From an optimization exercise on the open Yosys and OpenROAD flow, aimed at small area and a short achievable clock period; shortcuts taken in it are not production practice. Function was checked by simulation only, so behaviour that the tests miss may differ from the original.

<file path="flow/config.mk">
export PLATFORM = sky130hd
export DESIGN_NAME = cal_abs_angle
export DESIGN_NICKNAME = cal_abs_angle
export VERILOG_FILES = /design/flow/design.v
export SDC_FILE = /design/flow/constraint.sdc
export NUM_CORES = 4
export LEC_CHECK = 0
export CAP_MARGIN = 20
export CORE_MARGIN = 2
export CORE_UTILIZATION = 40
export SLEW_MARGIN = 20
export SYNTH_MEMORY_MAX_BITS = 65536
</file>
<file path="flow/constraint.sdc">
create_clock -name core_clock -period 28.0 [get_ports {clk}]
set_input_delay 5.6000 -clock core_clock [delete_from_list [all_inputs] [get_ports {clk}]]
set_output_delay 5.6000 -clock core_clock [all_outputs]
set_load 0.01 [all_outputs]
</file>
<file path="flow/design.v">
module pow_2_mul_wrapper(
    input [7:0] data_i,
    output [15:0] data_o,
    input clk
    );
    reg [15:0] p;
    always @(posedge clk) p <= $signed(data_i) * $signed(data_i);
    assign data_o = p;
endmodule
module unsigned_pow_2_mul_wrapper(
    input           clk     ,
    input   [7:0]   data_i  ,
    output  [15:0]  data_o
    );
    reg [15:0] p;
    always @(posedge clk) p <= data_i * data_i;
    assign data_o = p;
endmodule
module mul_para_A_wrapper(
    input           clk             ,
    input [15:0]    atan_poly_pow_2 ,
    output [22:0]   mul_A_p
    );
    reg [22:0] p;
    always @(posedge clk) p <= $signed({7'b0, atan_poly_pow_2}) * $signed(-23'sd37);
    assign mul_A_p = p;
endmodule
module mul_para_B_wrapper(
    input           clk         ,
    input [7:0]     atan_poly_i ,
    output [15:0]   mul_B_p
    );
    reg [15:0] p;
    always @(posedge clk) p <= atan_poly_i * 16'd138;
    assign mul_B_p = p;
endmodule
module mul_k_gen_0_wrapper(
    input        clk,
    input [19:0] co_K,
    input [15:0] sqrt_poly_in,
    output [29:0] mid_mul_K
    );
    reg [29:0] p;
    wire [35:0] full = sqrt_poly_in * co_K;
    always @(posedge clk) p <= full[29:0];
    assign mid_mul_K = p;
endmodule
module co_K_rom_wrapper(
    input       clk,
    input       val_i,
    input [9:0] read_addr,
    output [19:0] para_out
    );
    reg [19:0] rom [0:1023];
    initial $readmemh("co_K_rom.hex", rom);
    reg [19:0] q;
    always @(posedge clk) if (val_i) q <= rom[read_addr];
    assign para_out = q;
endmodule
module co_B_rom_wrapper(
    input clk,
    input val_i,
    input [9:0] read_addr,
    output [15:0] para_out
    );
    reg [15:0] rom [0:1023];
    initial $readmemh("co_B_rom.hex", rom);
    reg [15:0] q;
    always @(posedge clk) if (val_i) q <= rom[read_addr];
    assign para_out = q;
endmodule
module cal_angle_div_wrapper(
    input         clk       ,
    input [15:0]  dividened ,
    input [7:0]   divisor   ,
    input         val_i     ,
    output        val_o     ,
    output [23:0] div_res
    );
    wire [14:0] n = dividened[14:0];
    wire [14:0] q = (divisor == 8'd0) ? 15'h7fff : n / divisor;
    wire [7:0]  r = (divisor == 8'd0) ? 8'd0 : n % divisor;
    reg  [23:0] res;
    reg         v;
    always @(posedge clk) begin
        res <= {1'b0, q, r};
        v   <= val_i;
    end
    assign div_res = res;
    assign val_o   = v;
endmodule
`timescale 1ns / 1ps
module pattern_match(
    input           clk         ,
    input           val_i       ,
    input [7:0]     real_i      ,
    input [7:0]     imag_i      ,
    output [7:0]    into_atan_poly,
    output [2:0]    case_flag   ,
    output          val_o       
    );
    reg [3:0] val_r;
    assign    val_o = val_r[3];
    always@(posedge clk) begin
        val_r[0] <= val_i;
        val_r[1] <= val_r[0];
        val_r[2] <= val_r[1];
        val_r[3] <= val_r[2];
    end
    wire [7:0] abs_real_w = (real_i[7]? ~real_i + 1'b1 : real_i) ;
    wire [7:0] abs_imag_w = (imag_i[7]? ~imag_i + 1'b1 : imag_i) ;
    reg  [7:0] abs_real_r;
    reg  [7:0] abs_imag_r;
    reg        real_sign_r;
    reg        imag_sign_r;
    always@(posedge clk) begin
        real_sign_r <= real_i[7];
        imag_sign_r <= imag_i[7];
        abs_real_r <= abs_real_w;
        abs_imag_r <= abs_imag_w;
    end
    wire real_sign = real_sign_r;
    wire imag_sign = imag_sign_r;
    wire imag_eq_zero = (abs_imag_r == 0)?1:0;
    wire real_eq_zero = (abs_real_r == 0)?1:0;
    wire div_sign = (real_sign ^ imag_sign) & (~imag_eq_zero) & (~real_eq_zero);
    wire imag_eq_real = (((abs_real_r == abs_imag_r)&&(~imag_eq_zero))?1'b1 : 1'b0);
    wire imag_ls_real = ((abs_real_r > abs_imag_r)?1'b1 : 1'b0);
    wire imag_bg_real = ((abs_real_r < abs_imag_r)?1'b1 : 1'b0);
    wire all_zero = (~(abs_real_r && abs_imag_r)); 
    wire abs_div_within = ~div_sign;
    wire abs_div_without = ((~div_sign) && ~(real_eq_zero && (imag_sign)));
    reg [2:0]   case_flag_r;
    reg [2:0]   case_flag_r_1;
    reg [15:0]  dividened_r;
    reg [7:0]   divisor_r;
    assign      case_flag = case_flag_r_1;
    always@(posedge clk) begin
        case_flag_r_1 <= case_flag_r;
    end
    always@(posedge clk) begin
        if(all_zero && val_r[1]) begin
            case_flag_r <= 0;
            dividened_r <= 0;
            divisor_r <= 1;
        end
        if((imag_ls_real || imag_eq_real) && val_r[1]) begin
            dividened_r <= {abs_imag_r, 7'b0};
            divisor_r <= abs_real_r;
            if(abs_div_within) begin
                if(real_sign)
                    case_flag_r <= 0;
                else
                    case_flag_r <= 1;
            end
            else begin
                if(real_sign)
                    case_flag_r <= 2;
                else
                    case_flag_r <= 3;
            end
        end
        if(imag_bg_real && val_r[1]) begin
            dividened_r <= {abs_real_r, 7'b0};
            divisor_r <= abs_imag_r;
            if(abs_div_without) begin
                if(real_sign)
                    case_flag_r <= 4;
                else
                    case_flag_r <= 5;
            end
            else begin
                if(real_sign)
                    case_flag_r <= 6;
                else
                    case_flag_r <= 7;
            end
        end   
    end
    wire    [23:0]  div_res;
    wire            div_val_o;
    assign          into_atan_poly = div_res[15:8];
    cal_angle_div_wrapper cal_angle_div(
        .clk      (clk) ,
        .dividened(dividened_r) ,   
        .divisor  (divisor_r) ,   
        .val_i    (val_r[2]) ,
        .val_o    (div_val_o) ,
        .div_res  (div_res)     
    );
endmodule
`timescale 1ns / 1ps
module atan_poly(
    input           clk         ,
    input           val_i       ,
    output          val_o       ,
    input   [7:0]   atan_poly_i ,
    output  [15:0]  atan_poly_o 
    );
    reg [3:0] val_r;
    assign val_o = val_r[2];
    always@(posedge clk) begin
      val_r[0] <= val_i;
      val_r[1] <= val_r[0];
      val_r[2] <= val_r[1];
      val_r[3] <= val_r[2];
    end
    wire [15:0] atan_poly_pow_2;
    unsigned_pow_2_mul_wrapper unsigned_pow_2_mul(
        .data_i(atan_poly_i),
        .data_o(atan_poly_pow_2),
        .clk(clk)
    );
    wire [15:0] mul_B_w;
    reg [15:0] add_C_r;
    reg [22:0] mid_res;
    mul_para_B_wrapper mul_para_B(
      .clk        (clk) ,
      .atan_poly_i(atan_poly_i) ,
      .mul_B_p    (mul_B_w) 
    );
    wire [22:0] mul_A_w;
    mul_para_A_wrapper mul_para_A(
      .clk            (clk) ,
      .atan_poly_pow_2(atan_poly_pow_2) ,
      .mul_A_p        (mul_A_w) 
    );
    assign atan_poly_o = {{3{mid_res[22]}}, mid_res[21:9]};
    always@(posedge clk) begin
        add_C_r <= mul_B_w - 16'h55 ;
        mid_res <= {add_C_r, 7'b0} + mul_A_w;
    end
endmodule
`timescale 1ns / 1ps
module cal_angle(
    input           clk     ,
    input           val_i   ,
    input  [7: 0]   real_i  ,
    input  [7: 0]   imag_i  ,
    output [15: 0]  angle_o ,
    output          val_o   
    );
    wire [2: 0] case_flag;
	wire [7: 0]	into_atan_poly;
	wire        pattern_match_val_o;
    pattern_match pattern_match_inst(
        .clk            (clk),
        .val_i          (val_i),
        .real_i         (real_i),
        .imag_i         (imag_i),
        .into_atan_poly (into_atan_poly),
        .case_flag      (case_flag),
        .val_o          (pattern_match_val_o)
    );
    wire [15: 0] atan_poly_o;
    wire		 atan_poly_val_o;
    atan_poly atan_poly_inst(
        .clk        (clk) ,
        .val_i      (pattern_match_val_o) ,
        .val_o      (atan_poly_val_o) ,
        .atan_poly_i(into_atan_poly) ,
        .atan_poly_o(atan_poly_o) 
    );
    reg   [1:0] val_r;
    assign      val_o = val_r[0];
    always@(posedge clk) begin
        val_r[0] <= atan_poly_val_o;
        val_r[1] <= val_r[0];
    end 
    localparam [15:0] pi_div_2_fix  = 16'd6434;
    localparam [15:0] pi_fix        = 16'd12868;
    reg [15:0] angle_r;
    reg [15:0] atan_poly_o_r;
    reg [15:0] pi_para_r;
    reg [8:0]  case_flag_r;
    always@(posedge clk) begin
        case_flag_r[2:0] <= case_flag;
        case_flag_r[5:3] <= case_flag_r[2:0];
        case_flag_r[8:6] <= case_flag_r[5:3];
    end
    always@(*) begin
        case(case_flag_r[8:6]) 
            0: begin 
                atan_poly_o_r =  atan_poly_o; 
                pi_para_r     =  -pi_fix; 
            end
            1 : begin 
                atan_poly_o_r =  atan_poly_o; 
                pi_para_r     =  0; 
            end 
            2 : begin 
                atan_poly_o_r =  -atan_poly_o; 
                pi_para_r     =  pi_fix; 
            end 
            3 : begin 
                atan_poly_o_r =  -atan_poly_o; 
                pi_para_r     =  0; 
            end
            4 : begin 
                atan_poly_o_r =  -atan_poly_o; 
                pi_para_r     =  -pi_div_2_fix; 
            end
            5 : begin 
                atan_poly_o_r =  -atan_poly_o; 
                pi_para_r     =  pi_div_2_fix; 
            end
            6 : begin 
                atan_poly_o_r =  atan_poly_o; 
                pi_para_r     =  pi_div_2_fix; 
            end
            7 : begin 
                atan_poly_o_r =  atan_poly_o; 
                pi_para_r     =  -pi_div_2_fix; 
            end
            default : begin
                atan_poly_o_r =  atan_poly_o; 
                pi_para_r     =  0; 
            end
        endcase
    end
    assign      angle_o = angle_r;
    always@(posedge clk) begin
        angle_r <= (atan_poly_val_o)?(atan_poly_o_r + pi_para_r):0;
    end
endmodule
`timescale 1ns / 1ps
module sqrt_lut(
    input        clk,
    input [15:0] sqrt_lut_i,
    input        val_i,
    output [7:0] sqrt_lut_o,
    output       val_o
    );
    reg  [2:0]  val_r;
    assign      val_o = val_r[2];
    always@(posedge clk) begin
        val_r[0] <= val_i;
        val_r[1] <= val_r[0];
        val_r[2] <= val_r[1];
    end
    wire [19:0] co_K;
    wire [15:0] co_B;
    co_K_rom_wrapper co_K_rom_inst(
        .clk(clk),
        .val_i(val_r[0]),
        .read_addr(sqrt_lut_i[13:4]),
        .para_out(co_K)
    );
    co_B_rom_wrapper co_B_rom_inst(
        .clk(clk),
        .val_i(val_r[1]),
        .read_addr(sqrt_lut_i_r[13:4]),
        .para_out(co_B)
    );
    reg [15:0] sqrt_lut_i_r;
    reg [15:0] sqrt_lut_i_r_1;
    always@(posedge clk) begin
        sqrt_lut_i_r <= sqrt_lut_i;
        sqrt_lut_i_r_1 <= sqrt_lut_i_r;
    end
    wire [29:0] mid_mul_K;
    mul_k_gen_0_wrapper mul_k(
        .clk(clk),
        .co_K(co_K),
        .sqrt_poly_in(sqrt_lut_i_r),
        .mid_mul_K(mid_mul_K)
    );
    wire [29:0] mid_add_B = mid_mul_K + {co_B, 14'b0};
    reg  [29:0] mid_add_B_r;
    always@(posedge clk) begin
        if(val_r[1])
            mid_add_B_r <= mid_add_B;
        else
            mid_add_B_r <= 0;
    end
    assign      sqrt_lut_o = mid_add_B[28:21];
endmodule
`timescale 1ns / 1ps
module cal_abs(
    input           clk     ,
    input           val_i   ,
    input [7:0]     real_i  ,
    input [7:0]     imag_i  ,
    output [7:0]    abs_o   ,
    output          val_o
    );
    wire [15:0] real_pow_2_w;
    wire [15:0] imag_pow_2_w;
    pow_2_mul_wrapper real_pow_2_mul(
        .data_i(real_i),
        .data_o(real_pow_2_w),
        .clk(clk)
    );
    pow_2_mul_wrapper imag_pow_2_mul(
        .data_i(imag_i),
        .data_o(imag_pow_2_w),
        .clk(clk)
    );
    reg [15:0] real_pow_2_r;
    reg [15:0] imag_pow_2_r;
    reg        val_r;
    always@(posedge clk) begin
        real_pow_2_r <= real_pow_2_w;
        imag_pow_2_r <= imag_pow_2_w;
        val_r <= val_i;
    end
    wire [15:0] sqrt_lut_in = real_pow_2_w + imag_pow_2_w;
    sqrt_lut sqrt_lut_inst(
        .clk(clk),
        .sqrt_lut_i(sqrt_lut_in),
        .val_i(val_r),
        .sqrt_lut_o(abs_o),
        .val_o(val_o)
    );
endmodule
`timescale 1ns / 1ps
module cal_abs_angle(
    input           clk     ,
    input [7:0]     real_i  ,
    input [7:0]     imag_i  ,
    input           val_i   ,
    output [7:0]    abs_o   ,
    output [15:0]   angle_o ,
    output          val_o   
    );
    wire        cal_abs_val_o;
    wire[7:0]   cal_abs_o;
    reg [7:0]   abs_o_r[4:0];
    cal_abs cal_abs_inst(
        .clk   (clk),
        .val_i (val_i),
        .real_i(real_i),
        .imag_i(imag_i),
        .abs_o (cal_abs_o),
        .val_o (cal_abs_val_o)
    );
    assign abs_o = abs_o_r[3];
    always@(posedge clk) begin
        abs_o_r[0] <= cal_abs_o;
        abs_o_r[1] <= abs_o_r[0];
        abs_o_r[2] <= abs_o_r[1];
        abs_o_r[3] <= abs_o_r[2];
        abs_o_r[4] <= abs_o_r[3];
    end
    wire cal_angle_val_o;
    cal_angle cal_angle_inst(
        .clk    (clk),
        .val_i  (val_i),
        .real_i (real_i),
        .imag_i (imag_i),
        .angle_o(angle_o),
        .val_o  (cal_angle_val_o)
    );
    assign val_o = cal_angle_val_o;
endmodule
</file>
<file path="flow/co_B_rom.hex">
0000
00d4
0145
019b
01e3
0222
025a
028e
02be
02eb
0316
033e
0365
0389
03ad
03cf
03f0
0410
042f
044d
046a
0487
04a3
04be
04d9
04f3
050d
0526
053e
0556
056e
0586
059d
05b3
05c9
05df
05f5
060a
061f
0634
0649
065d
0671
0685
0698
06ab
06be
06d1
06e4
06f6
0709
071b
072d
073e
0750
0761
0773
0784
0795
07a6
07b6
07c7
07d7
07e7
07f8
0808
0817
0827
0837
0846
0856
0865
0874
0883
0892
08a1
08b0
08bf
08cd
08dc
08ea
08f8
0907
0915
0923
0931
093f
094c
095a
0968
0975
0983
0990
099e
09ab
09b8
09c5
09d2
09df
09ec
09f9
0a06
0a13
0a1f
0a2c
0a39
0a45
0a51
0a5e
0a6a
0a76
0a83
0a8f
0a9b
0aa7
0ab3
0abf
0acb
0ad7
0ae2
0aee
0afa
0b05
0b11
0b1c
0b28
0b33
0b3f
0b4a
0b55
0b61
0b6c
0b77
0b82
0b8d
0b98
0ba3
0bae
0bb9
0bc4
0bcf
0bda
0be5
0bef
0bfa
0c05
0c0f
0c1a
0c25
0c2f
0c3a
0c44
0c4f
0c59
0c63
0c6e
0c78
0c82
0c8c
0c96
0ca1
0cab
0cb5
0cbf
0cc9
0cd3
0cdd
0ce7
0cf1
0cfb
0d04
0d0e
0d18
0d22
0d2c
0d35
0d3f
0d49
0d52
0d5c
0d65
0d6f
0d78
0d82
0d8b
0d95
0d9e
0da8
0db1
0dba
0dc4
0dcd
0dd6
0ddf
0de9
0df2
0dfb
0e04
0e0d
0e16
0e1f
0e28
0e31
0e3a
0e43
0e4c
0e55
0e5e
0e67
0e70
0e79
0e82
0e8b
0e93
0e9c
0ea5
0eae
0eb6
0ebf
0ec8
0ed0
0ed9
0ee2
0eea
0ef3
0efb
0f04
0f0c
0f15
0f1d
0f26
0f2e
0f37
0f3f
0f47
0f50
0f58
0f60
0f69
0f71
0f79
0f82
0f8a
0f92
0f9a
0fa2
0fab
0fb3
0fbb
0fc3
0fcb
0fd3
0fdb
0fe3
0feb
0ff3
0ffc
1004
100b
1013
101b
1023
102b
1033
103b
1043
104b
1053
105a
1062
106a
1072
107a
1081
1089
1091
1099
10a0
10a8
10b0
10b7
10bf
10c7
10ce
10d6
10dd
10e5
10ed
10f4
10fc
1103
110b
1112
111a
1121
1129
1130
1138
113f
1146
114e
1155
115d
1164
116b
1173
117a
1181
1189
1190
1197
119e
11a6
11ad
11b4
11bb
11c3
11ca
11d1
11d8
11df
11e7
11ee
11f5
11fc
1203
120a
1211
1218
121f
1226
122d
1235
123c
1243
124a
1251
1258
125f
1265
126c
1273
127a
1281
1288
128f
1296
129d
12a4
12ab
12b1
12b8
12bf
12c6
12cd
12d4
12da
12e1
12e8
12ef
12f5
12fc
1303
130a
1310
1317
131e
1324
132b
1332
1338
133f
1346
134c
1353
135a
1360
1367
136d
1374
137b
1381
1388
138e
1395
139b
13a2
13a8
13af
13b5
13bc
13c2
13c9
13cf
13d6
13dc
13e3
13e9
13ef
13f6
13fc
1403
1409
140f
1416
141c
1423
1429
142f
1436
143c
1442
1449
144f
1455
145b
1462
1468
146e
1475
147b
1481
1487
148e
1494
149a
14a0
14a6
14ad
14b3
14b9
14bf
14c5
14cb
14d2
14d8
14de
14e4
14ea
14f0
14f6
14fc
1503
1509
150f
1515
151b
1521
1527
152d
1533
1539
153f
1545
154b
1551
1557
155d
1563
1569
156f
1575
157b
1581
1587
158d
1593
1599
159f
15a5
15aa
15b0
15b6
15bc
15c2
15c8
15ce
15d4
15da
15df
15e5
15eb
15f1
15f7
15fd
1602
1608
160e
1614
161a
161f
1625
162b
1631
1637
163c
1642
1648
164e
1653
1659
165f
1664
166a
1670
1676
167b
1681
1687
168c
1692
1698
169d
16a3
16a9
16ae
16b4
16ba
16bf
16c5
16ca
16d0
16d6
16db
16e1
16e6
16ec
16f2
16f7
16fd
1702
1708
170d
1713
1718
171e
1724
1729
172f
1734
173a
173f
1745
174a
1750
1755
175b
1760
1766
176b
1771
1776
177b
1781
1786
178c
1791
1797
179c
17a1
17a7
17ac
17b2
17b7
17bc
17c2
17c7
17cd
17d2
17d7
17dd
17e2
17e7
17ed
17f2
17f7
17fd
1802
1807
180d
1812
1817
181d
1822
1827
182d
1832
1837
183d
1842
1847
184c
1852
1857
185c
1861
1867
186c
1871
1876
187c
1881
1886
188b
1890
1896
189b
18a0
18a5
18aa
18b0
18b5
18ba
18bf
18c4
18ca
18cf
18d4
18d9
18de
18e3
18e8
18ee
18f3
18f8
18fd
1902
1907
190c
1911
1917
191c
1921
1926
192b
1930
1935
193a
193f
1944
1949
194e
1953
1958
195e
1963
1968
196d
1972
1977
197c
1981
1986
198b
1990
1995
199a
199f
19a4
19a9
19ae
19b3
19b8
19bd
19c2
19c7
19cc
19d1
19d6
19da
19df
19e4
19e9
19ee
19f3
19f8
19fd
1a02
1a07
1a0c
1a11
1a16
1a1b
1a1f
1a24
1a29
1a2e
1a33
1a38
1a3d
1a42
1a47
1a4b
1a50
1a55
1a5a
1a5f
1a64
1a69
1a6d
1a72
1a77
1a7c
1a81
1a86
1a8a
1a8f
1a94
1a99
1a9e
1aa2
1aa7
1aac
1ab1
1ab6
1aba
1abf
1ac4
1ac9
1ace
1ad2
1ad7
1adc
1ae1
1ae5
1aea
1aef
1af4
1af8
1afd
1b02
1b07
1b0b
1b10
1b15
1b1a
1b1e
1b23
1b28
1b2c
1b31
1b36
1b3b
1b3f
1b44
1b49
1b4d
1b52
1b57
1b5b
1b60
1b65
1b69
1b6e
1b73
1b77
1b7c
1b81
1b85
1b8a
1b8f
1b93
1b98
1b9d
1ba1
1ba6
1baa
1baf
1bb4
1bb8
1bbd
1bc2
1bc6
1bcb
1bcf
1bd4
1bd9
1bdd
1be2
1be6
1beb
1bef
1bf4
1bf9
1bfd
1c02
1c06
1c0b
1c0f
1c14
1c19
1c1d
1c22
1c26
1c2b
1c2f
1c34
1c38
1c3d
1c41
1c46
1c4b
1c4f
1c54
1c58
1c5d
1c61
1c66
1c6a
1c6f
1c73
1c78
1c7c
1c81
1c85
1c8a
1c8e
1c93
1c97
1c9c
1ca0
1ca4
1ca9
1cad
1cb2
1cb6
1cbb
1cbf
1cc4
1cc8
1ccd
1cd1
1cd5
1cda
1cde
1ce3
1ce7
1cec
1cf0
1cf4
1cf9
1cfd
1d02
1d06
1d0b
1d0f
1d13
1d18
1d1c
1d21
1d25
1d29
1d2e
1d32
1d36
1d3b
1d3f
1d44
1d48
1d4c
1d51
1d55
1d59
1d5e
1d62
1d67
1d6b
1d6f
1d74
1d78
1d7c
1d81
1d85
1d89
1d8e
1d92
1d96
1d9b
1d9f
1da3
1da8
1dac
1db0
1db4
1db9
1dbd
1dc1
1dc6
1dca
1dce
1dd3
1dd7
1ddb
1ddf
1de4
1de8
1dec
1df1
1df5
1df9
1dfd
1e02
1e06
1e0a
1e0e
1e13
1e17
1e1b
1e1f
1e24
1e28
1e2c
1e30
1e35
1e39
1e3d
1e41
1e46
1e4a
1e4e
1e52
1e56
1e5b
1e5f
1e63
1e67
1e6c
1e70
1e74
1e78
1e7c
1e81
1e85
1e89
1e8d
1e91
1e96
1e9a
1e9e
1ea2
1ea6
1eaa
1eaf
1eb3
1eb7
1ebb
1ebf
1ec3
1ec8
1ecc
1ed0
1ed4
1ed8
1edc
1ee0
1ee5
1ee9
1eed
1ef1
1ef5
1ef9
1efd
1f02
1f06
1f0a
1f0e
1f12
1f16
1f1a
1f1e
1f23
1f27
1f2b
1f2f
1f33
1f37
1f3b
1f3f
1f43
1f47
1f4c
1f50
1f54
1f58
1f5c
1f60
1f64
1f68
1f6c
1f70
1f74
1f78
1f7c
1f81
1f85
1f89
1f8d
1f91
1f95
1f99
1f9d
1fa1
1fa5
1fa9
1fad
1fb1
1fb5
1fb9
1fbd
1fc1
1fc5
1fc9
1fcd
1fd1
1fd5
1fd9
1fdd
1fe1
1fe5
1fe9
1fed
1ff1
1ff5
1ffa
</file>
<file path="flow/co_K_rom.hex">
80000
3504f
28aee
224c2
1e377
1b516
191f1
1761e
15f61
14c58
13c1a
12e08
121b0
116be
10cf4
10421
0fc1e
0f4ce
0ee18
0e7e8
0e22e
0dcdb
0d7e4
0d33f
0cee3
0caca
0c6ed
0c346
0bfd1
0bc8a
0b96c
0b674
0b3a0
0b0ec
0ae57
0abde
0a97f
0a738
0a509
0a2ee
0a0e8
09ef5
09d13
09b42
09981
097cf
0962b
09494
0930a
0918c
09019
08eb1
08d53
08bff
08ab5
08974
0883b
0870a
085e2
084c0
083a6
08293
08187
08081
07f80
07e86
07d92
07ca3
07bb9
07ad4
079f5
07919
07843
07771
076a3
075d9
07513
07451
07393
072d8
07221
0716d
070bd
0700f
06f65
06ebe
06e1a
06d78
06cd9
06c3d
06ba4
06b0d
06a78
069e6
06956
068c9
0683d
067b4
0672d
066a8
06625
065a4
06524
064a7
0642b
063b2
06339
062c3
0624e
061db
06169
060f9
0608b
0601e
05fb2
05f48
05edf
05e77
05e11
05dac
05d48
05ce6
05c84
05c24
05bc5
05b68
05b0b
05aaf
05a55
059fb
059a3
0594c
058f5
058a0
0584b
057f8
057a5
05753
05702
056b2
05663
05615
055c8
0557b
0552f
054e4
0549a
05450
05407
053bf
05378
05331
052eb
052a6
05261
0521e
051da
05198
05156
05114
050d4
05093
05054
05015
04fd6
04f99
04f5b
04f1f
04ee2
04ea7
04e6c
04e31
04df7
04dbd
04d84
04d4b
04d13
04cdc
04ca5
04c6e
04c37
04c02
04bcc
04b97
04b63
04b2f
04afb
04ac8
04a95
04a63
04a30
049ff
049ce
0499d
0496c
0493c
0490c
048dd
048ae
0487f
04851
04823
047f5
047c8
0479b
0476e
04742
04716
046ea
046bf
04694
04669
0463e
04614
045ea
045c1
04598
0456f
04546
0451d
044f5
044cd
044a6
0447e
04457
04430
0440a
043e3
043bd
04398
04372
0434d
04328
04303
042de
042ba
04296
04272
0424e
0422a
04207
041e4
041c1
0419f
0417c
0415a
04138
04116
040f5
040d4
040b2
04091
04071
04050
04030
04010
03ff0
03fd0
03fb0
03f91
03f71
03f52
03f33
03f15
03ef6
03ed8
03eba
03e9b
03e7e
03e60
03e42
03e25
03e08
03deb
03dce
03db1
03d94
03d78
03d5c
03d40
03d24
03d08
03cec
03cd1
03cb5
03c9a
03c7f
03c64
03c49
03c2e
03c14
03bf9
03bdf
03bc5
03bab
03b91
03b77
03b5e
03b44
03b2b
03b12
03af9
03ae0
03ac7
03aae
03a96
03a7d
03a65
03a4c
03a34
03a1c
03a04
039ed
039d5
039bd
039a6
0398f
03977
03960
03949
03932
0391c
03905
038ee
038d8
038c1
038ab
03895
0387f
03869
03853
0383d
03828
03812
037fd
037e7
037d2
037bd
037a8
03793
0377e
03769
03754
03740
0372b
03717
03702
036ee
036da
036c6
036b2
0369e
0368a
03676
03662
0364f
0363b
03628
03615
03601
035ee
035db
035c8
035b5
035a2
0358f
0357d
0356a
03557
03545
03533
03520
0350e
034fc
034ea
034d8
034c6
034b4
034a2
03490
0347e
0346d
0345b
0344a
03438
03427
03416
03404
033f3
033e2
033d1
033c0
033af
0339f
0338e
0337d
0336c
0335c
0334b
0333b
0332b
0331a
0330a
032fa
032ea
032da
032c9
032ba
032aa
0329a
0328a
0327a
0326b
0325b
0324b
0323c
0322c
0321d
0320e
031fe
031ef
031e0
031d1
031c2
031b3
031a4
03195
03186
03177
03169
0315a
0314b
0313d
0312e
03120
03111
03103
030f4
030e6
030d8
030ca
030bb
030ad
0309f
03091
03083
03075
03068
0305a
0304c
0303e
03031
03023
03015
03008
02ffa
02fed
02fdf
02fd2
02fc5
02fb7
02faa
02f9d
02f90
02f83
02f76
02f69
02f5c
02f4f
02f42
02f35
02f28
02f1b
02f0f
02f02
02ef5
02ee9
02edc
02ecf
02ec3
02eb6
02eaa
02e9e
02e91
02e85
02e79
02e6c
02e60
02e54
02e48
02e3c
02e30
02e24
02e18
02e0c
02e00
02df4
02de8
02ddd
02dd1
02dc5
02db9
02dae
02da2
02d97
02d8b
02d7f
02d74
02d69
02d5d
02d52
02d46
02d3b
02d30
02d25
02d19
02d0e
02d03
02cf8
02ced
02ce2
02cd7
02ccc
02cc1
02cb6
02cab
02ca0
02c95
02c8a
02c80
02c75
02c6a
02c60
02c55
02c4a
02c40
02c35
02c2b
02c20
02c16
02c0b
02c01
02bf6
02bec
02be2
02bd7
02bcd
02bc3
02bb9
02bae
02ba4
02b9a
02b90
02b86
02b7c
02b72
02b68
02b5e
02b54
02b4a
02b40
02b36
02b2c
02b23
02b19
02b0f
02b05
02afc
02af2
02ae8
02adf
02ad5
02acc
02ac2
02ab8
02aaf
02aa5
02a9c
02a93
02a89
02a80
02a76
02a6d
02a64
02a5a
02a51
02a48
02a3f
02a36
02a2c
02a23
02a1a
02a11
02a08
029ff
029f6
029ed
029e4
029db
029d2
029c9
029c0
029b7
029ae
029a6
0299d
02994
0298b
02982
0297a
02971
02968
02960
02957
0294e
02946
0293d
02935
0292c
02924
0291b
02913
0290a
02902
028f9
028f1
028e9
028e0
028d8
028d0
028c7
028bf
028b7
028af
028a6
0289e
02896
0288e
02886
0287e
02876
0286e
02865
0285d
02855
0284d
02845
0283d
02836
0282e
02826
0281e
02816
0280e
02806
027fe
027f7
027ef
027e7
027df
027d8
027d0
027c8
027c0
027b9
027b1
027aa
027a2
0279a
02793
0278b
02784
0277c
02775
0276d
02766
0275e
02757
0274f
02748
02741
02739
02732
0272a
02723
0271c
02715
0270d
02706
026ff
026f8
026f0
026e9
026e2
026db
026d4
026cc
026c5
026be
026b7
026b0
026a9
026a2
0269b
02694
0268d
02686
0267f
02678
02671
0266a
02663
0265c
02655
0264f
02648
02641
0263a
02633
0262c
02626
0261f
02618
02611
0260b
02604
025fd
025f7
025f0
025e9
025e3
025dc
025d5
025cf
025c8
025c2
025bb
025b4
025ae
025a7
025a1
0259a
02594
0258d
02587
02580
0257a
02574
0256d
02567
02560
0255a
02554
0254d
02547
02541
0253a
02534
0252e
02528
02521
0251b
02515
0250f
02508
02502
024fc
024f6
024f0
024ea
024e3
024dd
024d7
024d1
024cb
024c5
024bf
024b9
024b3
024ad
024a7
024a1
0249b
02495
0248f
02489
02483
0247d
02477
02471
0246b
02465
0245f
0245a
02454
0244e
02448
02442
0243c
02437
02431
0242b
02425
0241f
0241a
02414
0240e
02409
02403
023fd
023f7
023f2
023ec
023e6
023e1
023db
023d6
023d0
023ca
023c5
023bf
023ba
023b4
023ae
023a9
023a3
0239e
02398
02393
0238d
02388
02382
0237d
02378
02372
0236d
02367
02362
0235c
02357
02352
0234c
02347
02342
0233c
02337
02332
0232c
02327
02322
0231c
02317
02312
0230d
02307
02302
022fd
022f8
022f2
022ed
022e8
022e3
022de
022d8
022d3
022ce
022c9
022c4
022bf
022ba
022b4
022af
022aa
022a5
022a0
0229b
02296
02291
0228c
02287
02282
0227d
02278
02273
0226e
02269
02264
0225f
0225a
02255
02250
0224b
02246
02241
0223c
02238
02233
0222e
02229
02224
0221f
0221a
02216
02211
0220c
02207
02202
021fd
021f9
021f4
021ef
021ea
021e6
021e1
021dc
021d7
021d3
021ce
021c9
021c4
021c0
021bb
021b6
021b2
021ad
021a8
021a4
0219f
0219a
02196
02191
0218d
02188
02183
0217f
0217a
02176
02171
0216d
02168
02163
0215f
0215a
02156
02151
0214d
02148
02144
0213f
0213b
02136
02132
0212d
02129
02125
02120
0211c
02117
02113
0210e
0210a
02106
02101
020fd
020f8
020f4
020f0
020eb
020e7
020e3
020de
020da
020d6
020d1
020cd
020c9
020c4
020c0
020bc
020b8
020b3
020af
020ab
020a6
020a2
0209e
0209a
02096
02091
0208d
02089
02085
02080
0207c
02078
02074
02070
0206c
02067
02063
0205f
0205b
02057
02053
0204f
0204b
02046
02042
0203e
0203a
02036
02032
0202e
0202a
02026
02022
0201e
0201a
02016
02012
0200e
0200a
02006
02002
</file>
<file path="flow/run.sh">
#!/bin/bash
# synth_recipe.tcl (not shown) runs the flow's synth.tcl, then flattens the netlist and writes it again
# the make line also repeats each setting of config.mk as NAME=value (left out here)
make -C /OpenROAD-flow-scripts/flow DESIGN_CONFIG=/design/flow/config.mk WORK_HOME=/design/flow/orfs CLKGATE_MAP_FILE= SYNTH_SCRIPT=/design/flow/synth_recipe.tcl finish
</file>
==> flow_summary.ini <==
[synth]
synth_edf_count = 51
synth.top_cells.by_count = 805 x nand2_1, 581 x a21oi_1, 563 x inv_1
netlist.area_leader.share_pct = 15.41
yosys.area.top_type = fa_1
syn-cell-area_mm2 = 0.04911
synth_seq_cells = 278
synth_top_flop_cell = dfxtp_1
syn_area_per_cell_um2 = 7.421
syn_nets = 7469
synth_cells = 6617
ys_top_cells_by_area = fa_1 15%, ha_1 12%, dfxtp_1 9.3%
synth.most_common_cell = nand2_1
yosysUniqueCellTypes = 101
yosys_warnings = 15
async_flop_share_pct = 0
ys_seq_area_share_pct = 12.37

[critical_path]
worstPathMaxFanout = 7
cp-start-kind = flop
reg2reg_from = cal_angle_inst.pattern_match_inst.divisor_r[4]
end_kind = flop
cp_common_cell = a21o_1
worstPathRequired_ns = 28.41
crit_type = flop to flop
critPathArrivalTime_ns = 26.88
reg2reg_slack_ns = 1.54
worst_path_max_delay_cell = o41a_1
r2r_cells = 130
cpPeakStageDelay_ns = 0.53

[detailed_routing]
highest_layer = met5
routed_wl_um = 200300
drcViolationCount = 0
met3_length_um = 23550
met2_length_um = 83550
wl_per_cell_um = 25.07
drt_iter0_markers = 7970
final_antenna_net_count = 0
vias = 51760
drt_pass1_iterations = 7
wl_met1_um = 80000
via_per_inst = 6.478

[clock_network]
cts_buffers = 34
tritoncts = done
clk_latency_ns = 0.55
root_buffer = clkbuf_16
h-tree-depth = 2
clock-sinks = 278
cts_buffer_depth = 3
cts.reportedPaths.clkPinSlew_ns = 0.06
cts_hold_buf = 0

[run_status]
status = no timing/DRC/antenna violations

[timing]
worst_slew_pin_slew_ns = 1.380
fmax_ghz = 0.03779
finalWorstSetupSlack_ns = 1.537
setup_viol = 0
fin_crit_ns = 26.46
whs_ns = 0.3256
finClkSkew_ns = 0.01730
fin_crit_sh_pct = 94.51
hold_viol_final = 0
drv_slew = 0
relSlewSlack_pct = 6.802

[floorplan]
die_area_mm2 = 0.1256
core_mm2 = 0.1219
die_w_um = 354.4
ios = 43
dieHeight_um = 354.4
num_rows = 128
initial_core_util_pct = 40.29

[worst_hold_path]
hold_start = abs_o_r[2][7]
hold_depth = 0
hp-class = flop to flop
hold_path_end = abs_o_r[3][7]

[final_layout]
fillers = 12470
areaGrowthSynthToFinish_pct = 6.668
final_nets = 7186
drive_gt1_share_pct = 6.260

[global_route]
antenna_found_initial = 8
grt_pass1_wl_um = 304500
grt_pass1_vias = 49630
globalRouteOverflowTotal = 0
grt_usage_pct = 30.88
grt_max_degree = 174

[placed_design]
place_congestion = 1.084
post-place-ws_ns = 0.06745
dp_hpwl_um = 141200
io_buffers = 42

[flow_run]
drv_cap = 0
[what timing repair did]
action	in CTS	in global routing
gates resized for setup	1	61
buffers inserted	2	20
setup endpoints to repair	1	2
pin swaps	1	23
[layer usage]
layer  track usage [%]  vias to the layer above
met5                 0                        -
met2             46.02                     3526
met1             40.83                    24510
met3             7.979                      904
li1                  -                    22810
met4             16.59                        8
[how the worst max path moves through the flow]
stage / startpoint / to / slack, ns / cells past startpoint
floorplan: cal_angle_inst.pattern_match_inst.divisor_r[0] / flop / 0.66 / 132
detailed placement: cal_angle_inst.pattern_match_inst.divisor_r[4] / flop / 0.07 / 130
global placement: cal_angle_inst.pattern_match_inst.divisor_r[4] / flop / 0.52 / 130
global route: cal_angle_inst.pattern_match_inst.divisor_r[4] / flop / -0.10 / 132
finish: cal_angle_inst.pattern_match_inst.divisor_r[4] / flop / 1.54 / 130
CTS: cal_angle_inst.pattern_match_inst.divisor_r[4] / flop / 0.08 / 130
[sequential cells by signal, summed over array words and instances, names as in the netlist, 16 cells and up]
name and count:
abs_o_r 32, cal_abs_inst.sqrt_lut_inst.co_K_rom_inst.q 19, cal_abs_inst.sqrt_lut_inst.sqrt_lut_i_r 16, cal_angle_inst.angle_r 16, cal_angle_inst.atan_poly_inst.mul_para_A.p 16
[logic make-up (layout without fill, tap and decap cells)]
group           Yosys count  in the layout  share of synthesized area [%]
compound gates         2114           2114                          27.76
xor+xnor                208            208                          3.725
fa+ha+maj               836            836                          27.07
buf+inv                1096            837                          8.385
flops                   278            278                          12.37
mux                      81             81                          2.456
other cells               0              7                              0
simple gates           2004           2004                          18.23
[through the flow]
stage / setup TNS [ns] / utilization [%] / std cells / area [um^2]
after floorplan: 0 / - / 6617 / 49110
after global placement: 0 / 41.70 / 7900 / 50820
after detailed placement: 0 / 41.71 / 7901 / 50830
after CTS: 0 / 42.67 / 7963 / 52010
after global routing: -0.1030 / 42.97 / 7984 / 52370
final: 0 / 42.98 / 7990 / 52380
[critical path, delay by kind of cell (launching register included)]
| family | cells | cell delay (ns) |
|---|---|---|
| adder cells (fa/ha/maj) | 14 | 4.29 |
| multiplexers | 6 | 1.95 |
| buffers and inverters | 9 | 1.42 |
| AND/OR/NAND/NOR | 30 | 4.53 |
| AO/OA/AOI/OAI | 71 | 13.63 |
| flip-flops | 1 | 0.43 |
[placed cells by master, fill, tap and decap left out, types with 131 or more instances in the layout]
cell      count
a21oi_1     568
and2_1      165
buf_4       159
dfxtp_1     217
fa_1        378
ha_1        453
inv_1       555
nand2_1     805
nor2_1      540
nor3_1      147
o211ai_1    160
o21ai_0     457
xnor2_1     131
[final cells by class]
type / instances / area (um^2) / area share, %
timing repair buffer: 206 / 1697 / 3.239
inverter: 571 / 2157 / 4.118
sequential: 278 / 6103 / 11.65
multi-input combinational: 5243 / 39220 / 74.86
clock inverter: 20 / 211.5 / 0.4037
clock buffer: 40 / 947.2 / 1.808
antenna: 7 / 17.52 / 0.03344
tap: 1625 / 2033 / 3.882

[what the ideal ports hide]
The flow's constraints put no driver on any port. The routed layout listed below was extracted and timed again, unchanged, in two steps.
Step 1: set_driving_cell puts a clkbuf_16 on clk and a buf_2 on each other input, an assumption about the parent block.
Step 2, shift: input delay + t, output delay - t, t = (earliest + latest rising clock arrival at the registers) / 2. This alone moves slack from input paths to output paths.
Slacks: ideal / step 1 / step 2; pairs: ideal / step 1.
t (ns): 0.606
slack for setup (ns): 1.537 / 1.537 / 1.537
latest minus earliest clock arrival (ns): 0.018 / 0.018
pins driven straight from the clock port: 1
After both steps setup and hold are still met in this run. For this run, drivers alone change the setup slack by 0.000 ns; drivers and shift together by 0.000 ns.
